Source: an optimization exercise on an open RTL-to-GDS flow (aim: small area, a short achievable clock period and few clock cycles per item). Production flows keep margins and buffers that such runs may drop. Only simulation tests tie the RTL to the original design; equivalence was not proved.

Design net_4_8_12_16_16_1_10, start of the top module:
module net_4_8_12_16_16_1_10(clk, reset, input_valid, input_ready, input_data, output_valid, output_ready, output_data);
Size in the first run: about 8300 cells after synthesis.
Settings: LEC_CHECK=0, CAP_MARGIN=20, CORE_MARGIN=2, CORE_UTILIZATION=40, SETUP_SLACK_MARGIN=4.8, SLEW_MARGIN=20; clock period 8.0 ns.
run.sh (not shown) runs the stock make flow with config.mk's settings and CLKGATE_MAP_FILE= SYNTH_SCRIPT=/design/flow/synth_recipe.tcl, a recipe that flattens the netlist after the stock synthesis.
The starting point passed the timing, DRC and antenna checks.
Testbench counts at the start, summed over its fixed seeds: cycles 15,792, items 960.
Change:
Settings changed: CTS_CLUSTER_DIAMETER from default to 100, CTS_CLUSTER_SIZE from default to 22, SETUP_SLACK_MARGIN 4.8 to 4.5.
What happened: Wire length decreases by a few percent. First-iteration DRC count decreases by a few percent. Sequential share of layout area increases by 2.7 points. Die area is unchanged. Final area decreases by a few percent. Worst setup slack is worse by 0.0087 ns. Worst hold slack is worse by 0.0069 ns. Area after synthesis stays the same. Register-to-register slack is about the same.

* * *

net_4_8_12_16_16_1_10 again, from the RTL that the note above started with.
make LEC_CHECK=0 CAP_MARGIN=20 CORE_MARGIN=2 CORE_UTILIZATION=65 PLACE_DENSITY=0.75 SETUP_SLACK_MARGIN=4.5 SLEW_MARGIN=20 finish   # period 8.0 ns
The baseline completed with no timing, DRC or antenna violations.
Testbench counts at the start, summed over its fixed seeds: cycles 15,792, items 960.
==> next run, changes <==
--- a/flow/config.mk
+++ b/flow/config.mk
@@ -9,5 +9,4 @@
 export CORE_MARGIN = 2
-export CORE_UTILIZATION = 65
-export PLACE_DENSITY = 0.75
-export SETUP_SLACK_MARGIN = 4.5
+export CORE_UTILIZATION = 40
+export SETUP_SLACK_MARGIN = 4.3
 export SLEW_MARGIN = 20
Effect: Setup slack is worse by 0.068 ns. Sequential share of layout area hardly moves. Worst hold slack improved by 0.018 ns.
==> next run, changes <==
--- a/flow/config.mk
+++ b/flow/config.mk
@@ -10,3 +10,3 @@
 export CORE_UTILIZATION = 40
-export SETUP_SLACK_MARGIN = 4.3
+export SETUP_SLACK_MARGIN = 4.5
 export SLEW_MARGIN = 20
What happened: Core utilization increases by 0.67 points. Wire length came out higher by 1.0%. Count of clock-buffer cells in the layout stays the same. Setup slack gets better by 0.11 ns. Fmax climbs by 3.0%. Cell area rises by 1.5%. Global-route usage went up by 0.20 points. Critical path depth does not change. Via count went up by 0.91%.

* * *

## run 1
net_4_8_12_16_16_1_10, a different RTL version from the one above (not shown whole).
For scale: roughly 9000 cells after synthesis, about 1300 flip-flops.
clock: 8.0 ns
lec_check: 0
cap_margin: 20
core_margin: 2
core_utilization: 65
place_density: 0.75
setup_slack_margin: 4.5
slew_margin: 20
Testbench counts of run 1, summed over its fixed seeds: cycles 15,664, items 960.
For run 2, these inputs were changed with respect to run 1:
Settings: PLACE_DENSITY no longer set, was 0.75; CORE_UTILIZATION now 40, was 65.
Results
Number of stages on the worst hold path came out exactly the same in run 1 and run 2. On global route total overflow, run 1 and run 2 are basically level. NOTE number of cell rows run 1->run 2 increased by more than a quarter. Post-placement worst setup slack, run 1 and run 2, higher one = run 1. Run 2 against run 1: total inserted antenna cells went down by 3; final worst setup slack barely changed; relative max-transition margin now sits lower. Run 1 ended up with f3_9[0] as its worst setup path startpoint; run 2 ended up with reset.
The inputs of run 3 differ from those of run 2 as listed below.
Settings: a change of SETUP_SLACK_MARGIN from 4.5 to 4.0.
[summary]
- Compared with run 2, run 3 shows a higher final RePlAce weighted congestion.
- Run 3 vs run 2, source of the critical timing path: c2_3[3] vs reset
- Number of vias in the routed layout is lower on run 3
- Changes observed in run 3 relative to run 2: number of buffers inserted during clock tree synthesis lower, setup slack lower, wire length lower.
- On final routed wire length divided by cell count: between run 3 and run 2, it ends up higher for run 2.
- Arrival time of data at the critical path endpoint for run 3: 0.28 ns up relative to run 2

[re-timing with driven ports]
No port has a modelled driver above. Below, the same layouts with a new extraction and two added sets of constraints. Step 1: set_driving_cell puts a clkbuf_16 on clk and a buf_2 on each other input, an assumption about the parent block. Step 2 moves the port delays by t, midway between the first and last clock arrival at a register: inputs arrive t later, outputs are due t later. That takes back most of the time a late clock gives input paths. Slacks: ideal ports / drivers / drivers and shift; pairs: ideal ports / drivers.
run	shift t [ns]	setup slack, ns	hold WS [ns]	worst setup path after step 2	clock arrival spread, ns
the first run of note 1	0.896	4.484 / 4.484 / 4.475	0.474 / 0.474 / 0.474	input to register	0.042 / 0.042
the second run of note 1	0.821	4.476 / 4.476 / 4.431	0.467 / 0.467 / 0.467	input to register	0.063 / 0.063
the first run of note 2	0.879	4.437 / 4.437 / 4.437	0.456 / 0.456 / 0.456	register to register	0.030 / 0.029
the second run of note 2	0.897	4.370 / 4.366 / 4.370	0.474 / 0.474 / 0.474	register to register	0.043 / 0.043
the third run of note 2	0.893	4.476 / 4.476 / 4.476	0.474 / 0.474 / 0.474	register to register	0.043 / 0.044
run 1	0.881	4.429 / 4.429 / 3.639	0.495 / 0.495 / 0.495	input to register	0.028 / 0.028
run 2	0.909	4.429 / 4.464 / 3.597	0.476 / 0.476 / 0.476	input to register	0.040 / 0.041
run 3	0.903	4.107 / 4.107 / 3.355	0.467 / 0.467 / 0.467	input to register	0.036 / 0.036
After both steps setup and hold are still met in every run listed. The setup slack of run 2, which loses most, moves by +0.035 ns with the drivers and by -0.832 ns with both steps.
